Source: an optimization exercise on an open RTL-to-GDS flow (aim: small area). Production flows keep margins and buffers that such runs may drop.
In this exercise RTL edits were held to simulation tests only and were not proved equivalent to the original.
Power is estimated from default activity; no workload was simulated. No driver is modelled on the clock port, so clocking that relies on it looks cheaper here than on a real chip.

==> flow/design.v <==
`timescale 1ns / 1ps
module sobel_unit (
    input  wire       clk,
    input  wire [7:0] x_top,
    input  wire [7:0] x_mid,
    input  wire [7:0] x_bot,
    output wire [9:0] mh,
    output wire [1:0] cls,
    output wire       quad
);
    function [11:0] rca;
        input [11:0] a, b;
        input        cin;
        integer i;
        reg c;
        begin
            c = cin;
            for (i = 0; i < 12; i = i + 1) begin
                rca[i] = a[i] ^ b[i] ^ c;
                c = (a[i] & b[i]) | (a[i] & c) | (b[i] & c);
            end
        end
    endfunction
    wire [11:0] tb_w  = rca({4'b0, x_top}, {4'b0, x_bot}, 1'b0);
    wire [11:0] an_w  = rca(tb_w, {3'b0, x_mid, 1'b0}, 1'b0);
    wire [9:0]  a_new = an_w[9:0];
    wire [11:0] bn_w  = rca({4'b0, x_bot}, ~{4'b0, x_top}, 1'b1);
    wire [8:0]  b_new = bn_w[8:0];    
    reg [9:0] a1, a2;
    reg [8:1] b1h, b2h;
    always @(posedge clk) begin
        a1 <= a_new; a2 <= a1;
        b1h <= b_new[8:1]; b2h <= b1h;
    end
    wire [8:0] b1 = {b1h, a1[0]};
    wire [8:0] b2 = {b2h, a2[0]};
    wire [11:0] fx_w = rca({2'b0, a_new}, ~{2'b0, a2}, 1'b1);
    wire [10:0] fx   = fx_w[10:0];
    wire [11:0] fy_1 = rca({{3{b2[8]}}, b2}, {{3{b_new[8]}}, b_new}, 1'b0);
    wire [11:0] fy_w = rca(fy_1, {{2{b1[8]}}, b1, 1'b0}, 1'b0);
    wire [10:0] fy   = fy_w[10:0];
    wire [9:0]  ax   = fx[10] ? -fx[9:0] : fx[9:0];
    wire [9:0]  ay   = fy[10] ? -fy[9:0] : fy[9:0];
    wire [11:0] mag_w = rca({2'b0, ax}, {2'b0, ay}, 1'b0);
    assign mh = mag_w[10:1];
    assign quad = fx[10] ^ fy[10];
    wire [11:0] t1 = rca({4'b0, ax[9:2]}, {5'b0, ax[9:3]}, 1'b0);
    wire [11:0] t2 = rca({7'b0, ax[9:5]}, {9'b0, ax[9:7]}, 1'b0);
    wire [11:0] t3 = rca(t1, t2, 1'b0);
    wire [11:0] d22w = rca({2'b0, ay}, ~t3, 1'b1);            
    wire [11:0] d67w = rca(d22w, ~{2'b0, ax}, 1'b1);          
    assign cls = d22w[11]         ? 2'd0 :
                 d67w[11] ? (quad ? 2'd2 : 2'd1) :
                                   2'd3;
endmodule
`timescale 1ns / 1ps
module canny_top #(
    parameter IMG_W = 256
)(
    input  wire        clk,
    input  wire        rst,
    input  wire [7:0]  pixel_in,
    output wire        out_valid,
    output wire [7:0]  pixel_out
);
    function [11:0] rca;
        input [11:0] a, b;
        input        cin;
        integer i;
        reg c;
        begin
            c = cin;
            for (i = 0; i < 12; i = i + 1) begin
                rca[i] = a[i] ^ b[i] ^ c;
                c = (a[i] & b[i]) | (a[i] & c) | (b[i] & c);
            end
        end
    endfunction
    reg  [7:0] col;
    reg  [2:0] row;
    wire [10:0] cnt = {row, col};
    always @(posedge clk) begin
        if (rst) begin
            col <= 8'd0;
            row <= 3'd0;
        end else begin
            col <= col + 8'd1;
            if (col == 8'd255 && row != 3'd7)
                row <= row + 3'd1;
        end
    end
    reg [8*768-1:0] xc;
    always @(posedge clk)
        xc <= {xc[8*767-1:0], rst ? 8'd0 : pixel_in};    
    localparam [1:0] C_H = 2'd0,    
                     C_D = 2'd1,    
                     C_V = 2'd2,    
                     C_W = 2'd3;    
    wire [9:0] mh_l;
    wire       quad_l;
    sobel_unit sob_l (
        .clk(clk),
        .x_top(xc[8*513-1 -: 8]), .x_mid(xc[8*257-1 -: 8]), .x_bot(xc[7:0]),
        .mh(mh_l), .cls(), .quad(quad_l)
    );
    wire [9:0] mh_u;
    wire [1:0] cls_u;
    sobel_unit sob_u (
        .clk(clk),
        .x_top(xc[8*768-1 -: 8]), .x_mid(xc[8*512-1 -: 8]), .x_bot(xc[8*256-1 -: 8]),
        .mh(mh_u), .cls(cls_u), .quad()
    );
    wire valid_l_s = (col != 8'd0) && (col != 8'd1);
    wire valid_u_s = (cnt >= 11'd769) && (col != 8'd255) && (col != 8'd0);
    reg [9:0] hl0;
    reg [9:0] hu0, hu1, hu2;
    reg       ql0, ql1;
    reg [1:0] zu0, zu1, zu2, zu3;
    always @(posedge clk) begin
        if (valid_l_s)
            hl0 <= mh_l;
        if (rst)
            hu0 <= 10'd0;
        else if (valid_u_s)
            hu0 <= mh_u;
        if (valid_l_s)
            ql0 <= quad_l;
        if (valid_u_s)
            zu0 <= cls_u;
        hu1 <= hu0; hu2 <= hu1;
        ql1 <= ql0;
        zu1 <= zu0; zu2 <= zu1; zu3 <= zu2;
    end
    wire l_ge_u1 = hl0 >= hu1;      
    wire u1_ge_l = hu1 >= hl0;
    wire l_ge_u2 = hl0 >= hu2;      
    wire u2_ge_l = hu2 >= hl0;
    wire u0_ge_l = hu0 >= hl0;      
    wire u0_ge_u1 = hu0 >= hu1;     
    wire u1_ge_u0 = hu1 >= hu0;
    reg [1:0] dl_ok;     
    reg       dn_ok;     
    reg       rt_ok;     
    reg [1:0] lt_ok;     
    always @(posedge clk) begin
        dl_ok <= {dl_ok[0], u0_ge_l};
        dn_ok <= u1_ge_l;
        rt_ok <= u1_ge_u0;
        lt_ok <= {lt_ok[0], u0_ge_u1};
    end
    wire up_chk = ql1 ? l_ge_u1 : l_ge_u2;
    wire [9:0] hq = hu2;        
    reg        chk;
    always @* begin
        case (zu3)              
            C_H:     chk = lt_ok[1] & rt_ok;       
            C_W:     chk = rt_ok & dl_ok[1];       
            C_V:     chk = up_ok & dn_ok;          
            default: chk = up_ok & u2_ge_l;        
        endcase
    end
    wire alive = (cnt == 11'd772) || chk;
    wire       valid_n = (col != 8'd254) && (col != 8'd255) && (cnt >= 11'd772);
    wire [7:0] clip_q  = (hq[9:7] != 3'd0) ? 8'hFF : {hq[6:0], 1'b0};
    wire [7:0] ns_new  = (valid_n && alive) ? clip_q : 8'd0;
    function [15:0] nc_code;
        input [7:0] m, t;
        input       e, u;
        reg   [7:0] te;
        reg         eh;
        begin
            eh = e & t[7] & (t[6:1] != 6'd0);      
            if (t[0])
                te = eh ? 8'hFF : 8'h80;
            else
                te = eh ? {1'b1, t[6:0]} : {1'b0, t[7:1]};
            if (m[0])
                nc_code = {te, 6'b100000, u, 1'b1};
            else
                nc_code = {u, m[7:1], te};
        end
    endfunction
    function nc_sp;                  
        input [15:0] c;
        nc_sp = c[7] & c[0] & (c[6:2] == 5'd0);
    endfunction
    function [7:0] nc_mid;
        input [15:0] c;
        nc_mid = nc_sp(c) ? 8'hFF : {c[14:8], 1'b0};
    endfunction
    reg [7:0] m_r, t_r;
    reg       u_r;
    reg  [16*255-1:0] ncj;
    wire [15:0] ent  = ncj[16*255-1 -: 16];       
    wire        sp   = nc_sp(ent);
    wire [7:0]  te_j = sp ? ent[15:8] : ent[7:0];
    wire [7:0]  n_mid = nc_mid(ent);              
    wire [7:0]  n_top = te_j[7] ? (((te_j[6:0] == 7'd0) || (te_j[6:0] == 7'h7F)) ?
                                   8'hFF : {1'b1, te_j[6:0]}) :
                                  {te_j[6:0], 1'b0};    
    wire        e_j   = te_j[7] & (te_j[6:0] != 7'd0);  
    wire        u_j   = sp ? ent[1] : ent[15];          
    wire [7:0]  n_bot = ns_new;                         
    reg         up_ok;           
    always @(posedge clk) begin
        m_r <= n_bot;
        t_r <= n_mid;
        u_r <= up_chk;
        up_ok <= u_j;
    end
    wire [11:0] s_1 = rca({4'b0, n_top}, {4'b0, n_mid}, 1'b0);
    wire [11:0] s_w = rca(s_1, {4'b0, n_bot}, 1'b0);
    wire [9:0] s_new = s_w[9:0];
    reg  [9:0] s1, s2;
    always @(posedge clk) begin
        s1 <= s_new;
        s2 <= s1;
    end
    wire [11:0] sum_1 = rca({2'b0, s_new}, {2'b0, s1}, 1'b0);
    wire [11:0] sum9 = rca(sum_1, {2'b0, s2}, 1'b0);
    wire [7:0]  din_nx  = (col == 8'd250) ? nc_mid(ncj[16*253-1 -: 16]) : n_mid;
    wire [11:0] din9_nx = rca({1'b0, din_nx, 3'b000}, {4'b0, din_nx}, 1'b0) + 12'd8;
    wire        ge_nx   = (sum9 <= din9_nx);
    reg         is_strong, is_weak;     
    wire valid_l = (col != 8'd251) && (col != 8'd252) && (cnt >= 11'd509);
    reg [7:0]   hc;             
    reg [4:0]   hd;             
    reg [7:0]   hcol;
    reg         wrapped;
    reg         connected;
    wire dout = (col == 8'd253) ? hc[2] : hc[0];
    wire r_col  = (col == 8'd253 || col == 8'd254) ? hd[4] : hd[2];
    wire r_col1 = (col == 8'd253) ? hd[3] : hd[1];
    wire e_new  = is_strong | (is_weak & connected);
    always @(posedge clk) begin
        hc <= {hc[6:0], e_new};
        hd <= {hd[3:0], e_j};
        ncj <= {ncj[16*254-1:0], nc_code(m_r, t_r, e_new, u_r)};
        if (rst) begin
            is_strong <= 1'b0;
            is_weak   <= 1'b0;
        end else if (valid_l) begin
            is_strong <= (din_nx >= 8'd155) && ge_nx;
            is_weak   <= (din_nx >= 8'd130) && ge_nx;
        end
        if (rst) begin
            hcol    <= 8'd0;
            wrapped <= 1'b0;
        end else if (valid_l) begin
            connected <= ((hcol != 8'd0) & dout) |
                         (wrapped & r_col) |
                         (wrapped & (hcol != 8'd255) & r_col1);
            hcol <= hcol + 8'd1;
            if (hcol == 8'd255)
                wrapped <= 1'b1;
        end
    end
    assign out_valid = (cnt >= 11'd515) && (col != 8'd3) && (col != 8'd4);
    assign pixel_out = {8{hc[7]}};
endmodule
==> flow/config.mk <==
export PLATFORM = sky130hd
export DESIGN_NAME = canny_top
export DESIGN_NICKNAME = canny_top
export VERILOG_FILES = /design/flow/design.v
export SDC_FILE = /design/flow/constraint.sdc
export NUM_CORES = 8
export LEC_CHECK = 0
export ABC_AREA = 1
export CAP_MARGIN = 20
export CORE_MARGIN = 2
export CORE_UTILIZATION = 65
export GPL_ROUTABILITY_DRIVEN = 0
export GPL_TIMING_DRIVEN = 0
export SLEW_MARGIN = 20
==> flow/constraint.sdc <==
create_clock -name core_clock -period 12.0 [get_ports {clk}]
set_input_delay 2.4000 -clock core_clock [delete_from_list [all_inputs] [get_ports {clk}]]
set_output_delay 2.4000 -clock core_clock [all_outputs]
set_load 0.01 [all_outputs]
standard.sh (not shown) runs the stock make flow with config.mk's settings and CLKGATE_MAP_FILE= SYNTH_SCRIPT=/design/flow/synth_recipe.tcl, a recipe that flattens the netlist after the stock synthesis.
==> flow/flow/run.sh <==
#!/bin/bash
# Standard layout (the standard.sh), with clock tree synthesis told not to
# add dummy balancing loads and to cluster up to 36 flip-flops per leaf buffer,
# and the port buffers made with the smallest buffer cell.
set -euo pipefail
export CTS_ARGS="-sink_clustering_enable -repair_clock_nets -dont_use_dummy_load -sink_clustering_size 36 -sink_clustering_max_diameter 80"
export BUFFER_PORTS_ARGS="-buffer_cell sky130_fd_sc_hd__buf_1"
bash standard.sh > standard.log 2>&1
==> next run, changes <==
--- a/flow/design.v
+++ b/flow/design.v
@@ -4,10 +4,9 @@
     input  wire [7:0] x_top,
     input  wire [7:0] x_mid,
     input  wire [7:0] x_bot,
     output wire [9:0] mh,
-    output wire [1:0] cls,
-    output wire       quad
+    output wire [1:0] cls
 );
     function [11:0] rca;
         input [11:0] a, b;
         input        cin;
@@ -42,9 +41,9 @@
     wire [9:0]  ax   = fx[10] ? -fx[9:0] : fx[9:0];
     wire [9:0]  ay   = fy[10] ? -fy[9:0] : fy[9:0];
     wire [11:0] mag_w = rca({2'b0, ax}, {2'b0, ay}, 1'b0);
     assign mh = mag_w[10:1];
-    assign quad = fx[10] ^ fy[10];
+    wire        quad = fx[10] ^ fy[10];
     wire [11:0] t1 = rca({4'b0, ax[9:2]}, {5'b0, ax[9:3]}, 1'b0);
     wire [11:0] t2 = rca({7'b0, ax[9:5]}, {9'b0, ax[9:7]}, 1'b0);
     wire [11:0] t3 = rca(t1, t2, 1'b0);
     wire [11:0] d22w = rca({2'b0, ay}, ~t3, 1'b1);            
@@ -96,26 +95,26 @@
                      C_D = 2'd1,    
                      C_V = 2'd2,    
                      C_W = 2'd3;    
     wire [9:0] mh_l;
-    wire       quad_l;
+    wire [1:0] cls_l;
     sobel_unit sob_l (
         .clk(clk),
         .x_top(xc[8*513-1 -: 8]), .x_mid(xc[8*257-1 -: 8]), .x_bot(xc[7:0]),
-        .mh(mh_l), .cls(), .quad(quad_l)
+        .mh(mh_l), .cls(cls_l)
     );
     wire [9:0] mh_u;
     wire [1:0] cls_u;
     sobel_unit sob_u (
         .clk(clk),
         .x_top(xc[8*768-1 -: 8]), .x_mid(xc[8*512-1 -: 8]), .x_bot(xc[8*256-1 -: 8]),
-        .mh(mh_u), .cls(cls_u), .quad()
+        .mh(mh_u), .cls(cls_u)
     );
     wire valid_l_s = (col != 8'd0) && (col != 8'd1);
     wire valid_u_s = (cnt >= 11'd769) && (col != 8'd255) && (col != 8'd0);
     reg [9:0] hl0;
     reg [9:0] hu0, hu1, hu2;
-    reg       ql0, ql1;
+    reg [1:0] zl0, zl1;
     reg [1:0] zu0, zu1, zu2, zu3;
     always @(posedge clk) begin
         if (valid_l_s)
             hl0 <= mh_l;
@@ -123,13 +122,13 @@
             hu0 <= 10'd0;
         else if (valid_u_s)
             hu0 <= mh_u;
         if (valid_l_s)
-            ql0 <= quad_l;
+            zl0 <= cls_l;
         if (valid_u_s)
             zu0 <= cls_u;
         hu1 <= hu0; hu2 <= hu1;
-        ql1 <= ql0;
+        zl1 <= zl0;
         zu1 <= zu0; zu2 <= zu1; zu3 <= zu2;
     end
     wire l_ge_u1 = hl0 >= hu1;      
     wire u1_ge_l = hu1 >= hl0;
@@ -147,9 +146,10 @@
         dn_ok <= u1_ge_l;
         rt_ok <= u1_ge_u0;
         lt_ok <= {lt_ok[0], u0_ge_u1};
     end
-    wire up_chk = ql1 ? l_ge_u1 : l_ge_u2;
+    wire up_chk = (zl1 == C_V) ? l_ge_u1 :
+                  (zl1 == C_D) ? l_ge_u2 : 1'b1;
     wire [9:0] hq = hu2;        
     reg        chk;
     always @* begin
         case (zu3)              
Setup slack loses 0.062 ns.
Utilization is about the same.
Hold slack gains 0.0084 ns.
Register-to-register slack loses 0.06 ns.
Wire length increases by 2.2%.
Total power increases by 3.4%.
Global-route usage increases by 0.26 points.
Critical path depth increases by 1.

re-timing with driven ports:
The flow's constraints put no driver on any port. The routed layouts listed below were extracted and timed again, unchanged, in two steps. Step 1 sets driving cells, clkbuf_16 on the clock port and buf_2 on the other inputs (assumed; they add their load-dependent delay and slew). Step 2 moves the port delays by t, midway between the first and last clock arrival at a register: inputs arrive t later, outputs are due t later. That takes back most of the time a late clock gives input paths. Slacks: ideal ports / drivers / drivers and shift; pairs: ideal ports / drivers.
run | t, ns | slack for setup (ns) | clock arrival spread, ns
the first run | 0.994 | 0.497 / 0.497 / 0.497 | 0.100 / 0.100
the second run | 0.988 | 0.435 / 0.435 / 0.435 | 0.085 / 0.085
After both steps every run listed still meets setup and hold.
